Background: an optimization exercise with open tools, aiming at small area and a short achievable clock period. Do not read the settings as production practice. Function was checked by simulation only, so behaviour that the tests miss may differ from the original. Power is estimated from default activity; no workload was simulated.

==> flow/design.v, too long to show whole: its modules and the start of the top module <==
// module Unsigned_Array_Multiplier_32_Bit: 1973 lines
// module mul_add64: 263 lines
// module mul_booth_enc: 16 lines
// module mul_add3a: 200 lines
// module mul_pa_nnp: 3 lines
// module mul_pa_npp: 3 lines
// module mul_pa_ppn: 3 lines
// module mul_pn_nnn: 3 lines
// module mul_pn_nnp: 3 lines
// module mul_pn_ppn: 3 lines
// module mul_pn_ppp: 3 lines
// module mul_fa: 4 lines
// module mul_ha: 4 lines
// module Unsigned_Array_Multiplier_32_Bit_Top: 41 lines
module Unsigned_Array_Multiplier_32_Bit_Top (
    input         Clock_In,
    input         Enable_In,
    input  [31:0] Data_A_In,
    input  [31:0] Data_B_In,
    output [63:0] Multiplied_Result_Out
);
  // ...
==> flow/flow/run.sh <==
#!/bin/bash
# Own layout flow: the standard ORFS layout (standard.sh, with the standard
# synthesis unchanged) with two changes: the port buffers are buf_2 (instead of
# the default pick, a slow delay buffer), and after floorplanning the
# combinational cells that synthesis upsized are set back to drive 1
# (flow/downsize.tcl); placement's repair_design then fixes slew/capacitance.
# Timing repair aims at a setup slack margin of 7.5 ns (a 4.5 ns period).
# make's full output goes to make.log in the work folder; ORFS's per-step logs
# stay in orfs/logs/.
set -euo pipefail
export BUFFER_PORTS_ARGS="-buffer_cell sky130_fd_sc_hd__buf_2"
export SETUP_SLACK_MARGIN=7.5
export POST_FLOORPLAN_TCL="$PWD/flow/downsize.tcl"
bash standard.sh finish > make.log 2>&1
==> flow/flow/downsize.tcl <==
set db [ord::get_db]
set block [ord::get_db_block]
set n 0
foreach inst [$block getInsts] {
  set m [[$inst getMaster] getName]
  if {![regexp {^(sky130_fd_sc_hd__([a-z0-9]+))_([0-9]+)$} $m -> base fn size]} { continue }
  if {$size eq "1" || $size eq "0"} { continue }
  if {[regexp {^(df|dl|sdf|edf|buf|clk|inv|dly|conb|tap|fill|decap|ha$|fa$|probe|lpflow)} $fn]} { continue }
  set new [$db findMaster "${base}_1"]
  if {$new eq "NULL"} { continue }
  $inst swapMaster $new
  incr n
}
puts "downsize.tcl: set $n cells to drive 1"
==> flow/standard.sh <==
#!/bin/bash
# synth_recipe.tcl (not shown) runs the flow's synth.tcl, then flattens the netlist and writes it again
# the make line also repeats each setting of config.mk as NAME=value (left out here)
make -C /OpenROAD-flow-scripts/flow DESIGN_CONFIG=/design/flow/config.mk WORK_HOME=/design/flow/orfs CLKGATE_MAP_FILE= SYNTH_SCRIPT=/design/flow/synth_recipe.tcl "${@:-finish}"
==> flow/config.mk <==
export PLATFORM = sky130hd
export DESIGN_NAME = Unsigned_Array_Multiplier_32_Bit_Top
export DESIGN_NICKNAME = Unsigned_Array_Multiplier_32_Bit_Top
export VERILOG_FILES = /design/flow/design.v
export SDC_FILE = /design/flow/constraint.sdc
export NUM_CORES = 4
export LEC_CHECK = 0
export CAP_MARGIN = 20
export CORE_MARGIN = 2
export CORE_UTILIZATION = 60
export SLEW_MARGIN = 40
export SYNTH_HIERARCHICAL = 1
export SYNTH_MINIMUM_KEEP_SIZE = 0
export TNS_END_PERCENT = 10
==> flow/constraint.sdc <==
create_clock -name core_clock -period 12.0 [get_ports {Clock_In}]
set_input_delay 2.4000 -clock core_clock [delete_from_list [all_inputs] [get_ports {Clock_In}]]
set_output_delay 2.4000 -clock core_clock [all_outputs]
set_load 0.01 [all_outputs]
==> key figures, run 1 <==
STA
  • Final setup violation count: 0
  • Fin crit share: 38.3%
  • Worst slew pin tran: 0.818 ns
  • Slew margin rel.: 45.5%

Floorplanning
  • Die W: 235 microns
  • Die Footprint: 0.0550 sq mm
  • Core Area: 0.0526 sq mm
  • # Taps: 688
  • Initial Util: 60.7%

Finish
  • Most flops, register: Cut_Reg
  • Seq/total area: 17.9%
  • Clock network area share: 3.37%
  • Biggest regs: Cut_Reg x155, Triple_Reg x33, Data_A_Reg x32
  • Most frequent cells in the layout: xnor2_1 (416), a22o_1 (302), fa_1 (259), a221oi_1 (231), dfxtp_1 (209)

Setup path
  • CP endpoint kind: primary output
  • R2r setup slk: 7.42 ns
  • RR Startpoint: S3_Reg[5]
  • Delay-heaviest family, CP: simple AND/OR/NAND/NOR gates
  • CP max stage delay: 0.38 ns
  • WP data arrival: 2.20 ns

Pwr
  • Largest power group: combinational logic
  • P_seq: 1.63 mW
  • Comb pwr share: 74.2%
  • Switching share of power: 49.7%
  • Part of the power in registers: 16.0%
  • Power density over the cells: 327 mW/mm^2
  • Clock power frac: 9.8%

CTS
  • # hold bufs at CTS: 0
  • Clk root buf: clkbuf_16
  • Clk buf depth: 3
  • TritonCTS Buffers: 28
  • Worst-Skew Late Latency: 0.60 ns

Detailed routing
  • # DRC: 0
  • Post-route ant nets: 0
  • Drt total wl: 110,000 microns
  • DRT iter0 DRCs: 3,883

Yosys
  • YS warnings: 7

Status
  • Status: finished clean

GRT
  • Initial antenna violation count: 0
  • Total grt overflow: 0
  • Largest net degree at the start of global routing: 52
==> run 2, diff against run 1 <==
--- a/flow/config.mk
+++ b/flow/config.mk
@@ -7,7 +7,7 @@
 export LEC_CHECK = 0
 export CAP_MARGIN = 20
 export CORE_MARGIN = 2
-export CORE_UTILIZATION = 60
+export CORE_UTILIZATION = 55
 export SLEW_MARGIN = 40
 export SYNTH_HIERARCHICAL = 1
 export SYNTH_MINIMUM_KEEP_SIZE = 0
==> key figures, run 2 <==
Yosys
  • Post-Syn Area: 0.0319 sq mm (unchanged)
  • Mapped Cells: 2,997 (unchanged)
  • YS warnings: 7 (unchanged)
  • Mean Syn Cell Area: 10.6 sq um (unchanged)

Place
  • IO Port Bufs: 129 (unchanged)
  • Dpl cell area: 0.0285 sq mm (was 0.0284 sq mm)
  • Placed insts: 3,485 (was 3,405)
  • Final GP Congestion: 0.983 (was 0.978)
  • HPWL after DPL: 72,000 microns (was 71,000 microns)

GRT
  • Vias in the first global route: 24,846 (was 24,448)
  • First-pass GRT wire length: 159,000 microns (was 161,000 microns)
  • Total grt overflow: 0 (unchanged)
  • Initial antenna violation count: 1 (was 0)
  • Largest net degree at the start of global routing: 52 (unchanged)
  • Tot GR Track Use: 35.1% (was 39.4%)

STA
  • Max Transition Viols Final: 0 (unchanged)
  • Fin. Hold Viols: 0 (unchanged)
  • Slew margin rel.: 44.6% (was 45.5%)
  • Worst slew pin tran: 0.830 ns (was 0.818 ns)
  • Setup TNS: 0 ns (unchanged)
  • Fin crit period: 4.64 ns (was 4.60 ns)
  • Worst Skew: 0.0147 ns (was 0.0196 ns)
  • Fmax: 216 MHz (was 217 MHz)
  • Final setup violation count: 0 (unchanged)
  • RSZ-0062 raised after global routing: yes (unchanged)
  • Worst hold margin: 0.834 ns (was 0.825 ns)
  • Fin crit share: 38.7% (was 38.3%)

Pwr
  • Power density over the cells: 332 mW/mm^2 (was 327 mW/mm^2)
  • Psw: 5.20 mW (was 5.07 mW)
  • Pint: 5.19 mW (was 5.12 mW)
  • Leakage: 11.7 nW (about the same)
  • Part of the power in registers: 15.4% (was 16.0%)
  • Switching share of power: 50.1% (was 49.7%)
  • Clock power frac: 9.3% (was 9.8%)
  • Comb pwr share: 75.2% (was 74.2%)
  • Pwr Total: 10.4 mW (was 10.2 mW)
  • Worst vdd ir: 0.278 mV (was 0.252 mV)

CTS
  • CTS tree: done (unchanged)
  • Clk root buf: clkbuf_16 (unchanged)
  • Clock sink count: 274 (unchanged)
  • Clk buf depth: 3 (unchanged)
  • Worst-Skew Late Latency: 0.61 ns (was 0.60 ns)
  • H-tree depth: 1 (unchanged)
  • CTS clk-pin slew, worst paths: 0.06 ns (was 0.07 ns)
  • TritonCTS Buffers: 29 (was 28)
  • # hold bufs at CTS: 0 (unchanged)

Setup path
  • Worst Reg-to-Reg Cells: 12 (unchanged)
  • RR Startpoint: S3_Reg[9] (was S3_Reg[5])
  • CP endpoint kind: primary output (unchanged)
  • Crit start category: flip-flop (unchanged)
  • WP data arrival: 2.24 ns (was 2.20 ns)
  • WP data required: 9.60 ns (about the same)
  • CP Max Fanout: 3 (unchanged)
  • Crit path from: Cut_Reg[55] (unchanged)
  • Crit path kind: flip-flop to primary output (unchanged)

Finish
  • Multi-input gate area: 0.0219 sq mm (was 0.0216 sq mm)
  • Area growth from synthesis to layout: -1.85% (was -2.34%)
  • Biggest regs: Cut_Reg x155, Triple_Reg x33, Data_A_Reg x32 (unchanged)
  • Most frequent cells in the layout: xnor2_1 (412), a22o_1 (302), fa_1 (249), a221oi_1 (225), dfxtp_1 (218) (was xnor2_1 (416), a22o_1 (302), fa_1 (259), a221oi_1 (231), dfxtp_1 (209))
  • Nets: 3,267 (was 3,272)
  • Commonest non-fill, non-tap cell in the layout: xnor2_1 (unchanged)
  • Most flops, register: Cut_Reg (unchanged)
  • Largest register FFs: 155 (unchanged)
  • Register area: 0.00557 sq mm (was 0.00559 sq mm)
  • Fill count: 5,172 (was 4,538)
  • Final std cells w/o fill: 3,558 (was 3,483)
  • Finished Cell Area: 0.0313 sq mm (was 0.0312 sq mm)
  • Layout cells sized above 1: 20.6% (was 19.8%)

Worst hold path
  • Worst Hold Launch: Neg_Reg[0] (unchanged)
  • Hold Path Cell Cnt: 2 (unchanged)
  • Hold crit path type: flip-flop to flip-flop (unchanged)

Floorplanning
  • Die W: 245 microns (was 235 microns)
  • Die Footprint: 0.0599 sq mm (was 0.0550 sq mm)
  • Initial Util: 55.5% (was 60.7%)
  • Core Area: 0.0575 sq mm (was 0.0526 sq mm)
  • Num ports: 130 (unchanged)
  • Die height: 245 microns (was 235 microns)
  • Row count: 88 (was 84)

Status
  • Status: finished clean (unchanged)

Detailed routing
  • Post-route ant nets: 0 (unchanged)
  • # DRC: 0 (unchanged)
  • DR vias: 24,742 (was 24,837)
  • DRT iter0 DRCs: 3,350 (was 3,883)
  • Drt total wl: 108,000 microns (was 110,000 microns)
  • Via-per-instance ratio: 6.95 (was 7.13)
  • Avg WL per Cell: 30.2 microns (was 31.7 microns)
  • DR pass1 iterations: 6 (was 9)

Run
  • Max Cap Violations: 0 (unchanged)
run 2: layer usage:
layer,track usage [%],part of all wire [%]
met3,11.5,13
met1,45.2,38
met4,13.5,4.6
met5,0,0.012
met2,54.7,44
run 2: stage by stage:
| step | utilization (%) | setup WS (ns) |
|---|---|---|
| after floorplan | - | 7.54 |
| after global placement | 49.6 | 7.20 |
| after detailed placement | 49.6 | 7.16 |
| after CTS | 52.6 | 7.35 |
| after global routing | 54.5 | 7.31 |
| final | 54.5 | 7.36 |
run 2: final timing paths:
path                                to  slack, ns
max          Multiplied_Result_Out[41]       7.36
min                         Cut_Reg[3]       0.83
max reg2reg               Cut_Reg[124]       7.47
min reg2reg                 Cut_Reg[3]       0.83
run 2: what timing repair did:
action                                  4_1_cts  5_1_grt
endpoints found under the setup margin       74       77
pin swaps                                    20       40
buffers inserted                             15        3
gates resized for setup                     148      237
run 2: worst max-delay path, cell delays in order (launching register included):
cell and delay (ns):
dfxtp_1 0.40, nand2_1 0.14, nor2_1 0.26, nand2_1 0.13
o21ai_2 0.28, a21oi_1 0.13, xnor2_1 0.14, buf_2 0.14
run 2: power by group through the flow:
stage | registers, mW | logic [mW] | clock network [mW]
after floorplan | 1.47 | 7.48 | 0
after global placement | 1.57 | 6.85 | 0
after detailed placement | 1.57 | 6.91 | 0
after CTS | 1.57 | 7.18 | 0.977
after global routing | 1.61 | 8.57 | 1.01
final | 1.60 | 7.81 | 0.971
run 2: cell type report:
class	count	share of cell area (%)
diodes	1	0.00799
clock buffers	42	2.76
clock inverters	12	0.543
inverters	51	0.611
multi-input cells	2178	69.8
flip-flops and latches	274	17.8
well taps	765	3.06
repair buffers	235	5.41
==> run 3, diff against run 2 <==
--- a/flow/flow/run.sh
+++ b/flow/flow/run.sh
@@ -4,11 +4,13 @@
 # the default pick, a slow delay buffer), and after floorplanning the
 # combinational cells that synthesis upsized are set back to drive 1
 # (flow/downsize.tcl); placement's repair_design then fixes slew/capacitance.
+# Clock tree synthesis runs without dummy loads (CTS_ARGS).
 # Timing repair aims at a setup slack margin of 7.5 ns (a 4.5 ns period).
 # make's full output goes to make.log in the work folder; ORFS's per-step logs
 # stay in orfs/logs/.
 set -euo pipefail
 export BUFFER_PORTS_ARGS="-buffer_cell sky130_fd_sc_hd__buf_2"
 export SETUP_SLACK_MARGIN=7.5
+export CTS_ARGS="-sink_clustering_enable -repair_clock_nets -dont_use_dummy_load"
 export POST_FLOORPLAN_TCL="$PWD/flow/downsize.tcl"
 bash standard.sh finish > make.log 2>&1
==> key figures, run 3 <==
Status
  • Status: finished clean (unchanged)

Finish
  • Most flops, register: Cut_Reg (unchanged)
  • Largest register FFs: 155 (unchanged)
  • Nets: 3,270 (was 3,267)
  • Commonest non-fill, non-tap cell in the layout: xnor2_1 (unchanged)
  • Layout cells sized above 1: 20.7% (was 20.6%)
  • Multi-input gate area: 0.0220 sq mm (was 0.0219 sq mm)
  • Biggest regs: Cut_Reg x155, Triple_Reg x33, Data_A_Reg x32 (unchanged)
  • Area growth from synthesis to layout: -2.17% (was -1.85%)
  • Utilization after layout: 54.3% (was 54.5%)
  • Fill count: 5,203 (was 5,172)
  • Most frequent cells in the layout: xnor2_1 (412), a22o_1 (302), fa_1 (243), a221oi_1 (217), dfxtp_1 (216) (was xnor2_1 (412), a22o_1 (302), fa_1 (249), a221oi_1 (225), dfxtp_1 (218))
  • Register area: 0.00558 sq mm (was 0.00557 sq mm)
  • Final std cells w/o fill: 3,536 (was 3,558)

Place
  • Final GP Congestion: 0.983 (unchanged)
  • HPWL after DPL: 72,000 microns (unchanged)
  • IO Port Bufs: 129 (unchanged)
  • Placed insts: 3,485 (unchanged)
  • DP Worst Slack: 7.16 ns (unchanged)

Pwr
  • Power density over the cells: 327 mW/mm^2 (was 332 mW/mm^2)
  • Leakage: 11.6 nW (was 11.7 nW)
  • Worst vdd ir: 0.246 mV (was 0.278 mV)

Floorplanning
  • Row count: 88 (unchanged)
  • Core Area: 0.0575 sq mm (unchanged)
  • Die W: 245 microns (unchanged)
  • Num ports: 130 (unchanged)
  • Die Footprint: 0.0599 sq mm (unchanged)
  • Die height: 245 microns (unchanged)
  • Initial Util: 55.5% (unchanged)

STA
  • Final setup violation count: 0 (unchanged)
  • Fin. Hold Viols: 0 (unchanged)
  • RSZ-0062 raised after global routing: yes (unchanged)
  • Worst slew pin tran: 0.830 ns (about the same)
  • Setup TNS: 0 ns (unchanged)
  • Worst Skew: 0.0553 ns (was 0.0147 ns)
  • Fin crit period: 4.60 ns (was 4.64 ns)
  • Slew margin rel.: 44.7% (was 44.6%)
  • Worst hold margin: 0.841 ns (was 0.834 ns)
  • Max Transition Viols Final: 0 (unchanged)
  • Fin crit share: 38.3% (was 38.7%)
  • Fmax: 218 MHz (was 216 MHz)
  • Post-route setup slack: 7.40 ns (was 7.36 ns)

Setup path
  • Critical path's slowest cell: dfxtp_4 (was dfxtp_1)
  • R2r setup slk: 7.50 ns (was 7.47 ns)
  • Crit path top cell by count: a21oi_4 (was nand2_1)
  • Worst path bufs/invs: 3 (was 1)
  • Crit path cell chain: a21oi_4 -> o21ai_2 -> a21oi_2 -> buf_4 -> o21ai_4 -> buf_12 -> a21oi_4 -> xnor2_1 -> buf_2 (was nand2_1 -> nor2_1 -> nand2_1 -> o21ai_2 -> a21oi_1 -> xnor2_1 -> buf_2)
  • CP endpoint kind: primary output (unchanged)
  • CP max stage delay: 0.37 ns (was 0.40 ns)
  • Crit path kind: flip-flop to primary output (unchanged)
  • Crit start category: flip-flop (unchanged)
  • WP data arrival: 2.20 ns (was 2.24 ns)
  • Delay-heaviest family, CP: compound AO/OA/AOI/OAI gates (was simple AND/OR/NAND/NOR gates)
  • RR Endpoint: Cut_Reg[64] (was Cut_Reg[124])
  • WP data required: 9.60 ns (about the same)
  • Worst Reg-to-Reg Cells: 12 (unchanged)
  • CP Max Fanout: 3 (unchanged)
  • RR Startpoint: S3_Reg[0] (was S3_Reg[9])

CTS
  • TritonCTS Buffers: 29 (unchanged)
  • Clock sink count: 274 (unchanged)
  • Worst-Skew Late Latency: 0.60 ns (was 0.61 ns)
  • H-tree depth: 1 (unchanged)
  • Clk root buf: clkbuf_16 (unchanged)
  • # hold bufs at CTS: 0 (unchanged)
  • CTS clk-pin slew, worst paths: 0.06 ns (about the same)
  • Clk buf depth: 3 (unchanged)
  • CTS tree: done (unchanged)

Detailed routing
  • Drt total wl: 108,000 microns (about the same)
  • Post-route ant nets: 0 (unchanged)
  • DRT iter0 DRCs: 3,523 (was 3,350)
  • Via-per-instance ratio: 7.00 (was 6.95)
  • DR pass1 iterations: 10 (was 6)
  • Avg WL per Cell: 30.7 microns (was 30.2 microns)
  • DR vias: 24,745 (was 24,742)
  • # DRC: 0 (unchanged)

GRT
  • Total grt overflow: 0 (unchanged)
  • Tot GR Track Use: 35.1% (about the same)
  • Largest net degree at the start of global routing: 52 (unchanged)
  • First-pass GRT wire length: 159,000 microns (about the same)
  • Vias in the first global route: 24,778 (was 24,846)
  • Initial antenna violation count: 0 (was 1)

Yosys
  • Mapped Cells: 2,997 (unchanged)
  • Post-Syn Area: 0.0319 sq mm (unchanged)
  • Mean Syn Cell Area: 10.6 sq um (unchanged)
  • YS warnings: 7 (unchanged)

Run
  • Max Cap Violations: 0 (unchanged)

Worst hold path
  • Hold crit path type: flip-flop to flip-flop (unchanged)
  • Hold Path Cell Cnt: 2 (unchanged)
  • Hold Crit Endpoint: Cut_Reg[3] (unchanged)
  • Worst Hold Launch: Neg_Reg[0] (unchanged)
-- run 3: final cells by class --
cell class,instances,share of cell area [%]
antenna,1,0.00802
multi-input combinational,2178,70.4
clock buffer,29,2.33
sequential,274,17.9
tap,765,3.07
inverter,51,0.613
timing repair buffer,238,5.69
-- run 3: how the worst max path moves through the flow --
stage	depth (start not counted)	slack, ns	startpoint	end
6_report	9	7.40	Cut_Reg[40]	Multiplied_Result_Out[51]
5_1_grt	8	7.33	Cut_Reg[2]	Multiplied_Result_Out[55]
4_1_cts	13	7.36	S3_Reg[6]	Cut_Reg[79]
3_5_place_dp	13	7.16	S3_Reg[7]	Cut_Reg[104]
3_3_place_gp	13	7.20	S3_Reg[7]	Cut_Reg[104]
2_1_floorplan	13	7.54	Neg_Reg[3]	Cut_Reg[94]
-- run 3: what timing repair did --
action | CTS | global route
buffers inserted | 15 | 3
pin swaps | 17 | 46
endpoints found under the hold margin | 0 | 0
setup endpoints to repair | 79 | 76
gates cloned | 0 | 3
gates resized for setup | 151 | 260
-- run 3: where the power goes --
part | total (mW) | switching (mW) | internal (mW)
Combinational | 7.82 | 4.54 | 3.28
Sequential | 1.61 | 0.273 | 1.33
Clock | 0.768 | 0.350 | 0.418
Total | 10.2 | 5.16 | 5.04
-- run 3: metal layers --
| layer | wire length (microns) | GRT usage (%) | vias up |
|---|---|---|---|
| met5 | 0 | 0 | - |
| met4 | 5060 | 13.2 | 0 |
| met1 | 41500 | 45.1 | 12207 |
| met3 | 14600 | 11.6 | 402 |
| met2 | 47300 | 54.7 | 1863 |
| li1 | - | - | 10273 |
-- run 3: per-stage QoR --
stage | total power, mW | instance area [sq um]
6_report | 10.2 | 31200
5_1_grt | 11.0 | 31200
4_1_cts | 9.55 | 30000
3_5_place_dp | 8.48 | 28500
3_3_place_gp | 8.42 | 28500
2_1_floorplan | 8.96 | 32000
-- run 3: worst register-to-register path, delay by kind of cell, from the launching register on --
| family | cells | cell delay (ns) |
|---|---|---|
| AOI/OAI and AO/OA | 4 | 1.15 |
| xor gates and xnor gates | 1 | 0.19 |
| adders and majority gates | 6 | 2.53 |
| buffers and inverters | 1 | 0.20 |
| DFF | 1 | 0.30 |

[static timing again, ports no longer ideal]
How much do the figures lean on ideal ports? The routed layouts below were timed once more, with nothing changed but the port constraints.
Step 1: set_driving_cell puts a clkbuf_16 on Clock_In and a buf_2 on each other input, an assumption about the parent block.
Step 2 times the ports against the registers' clock, not the clock port: input delays grow and output delays shrink by t, the midpoint of the rising clock arrivals with the driver on.
a / b / c = ideal ports / drivers / drivers and shift; a / b = the first two.
| run | t, ns | setup slack, ns | latest minus earliest clock arrival (ns) |
|---|---|---|---|
| run 1 | 0.649 | 7.399 / 7.336 / 7.223 | 0.020 / 0.020 |
| run 2 | 0.663 | 7.361 / 7.304 / 7.298 | 0.015 / 0.015 |
| run 3 | 0.635 | 7.403 / 7.346 / 7.285 | 0.058 / 0.058 |
After both steps setup and hold are still met in every run listed. The setup slack of run 1, which loses most, moves by -0.063 ns with the drivers and by -0.176 ns with both steps.
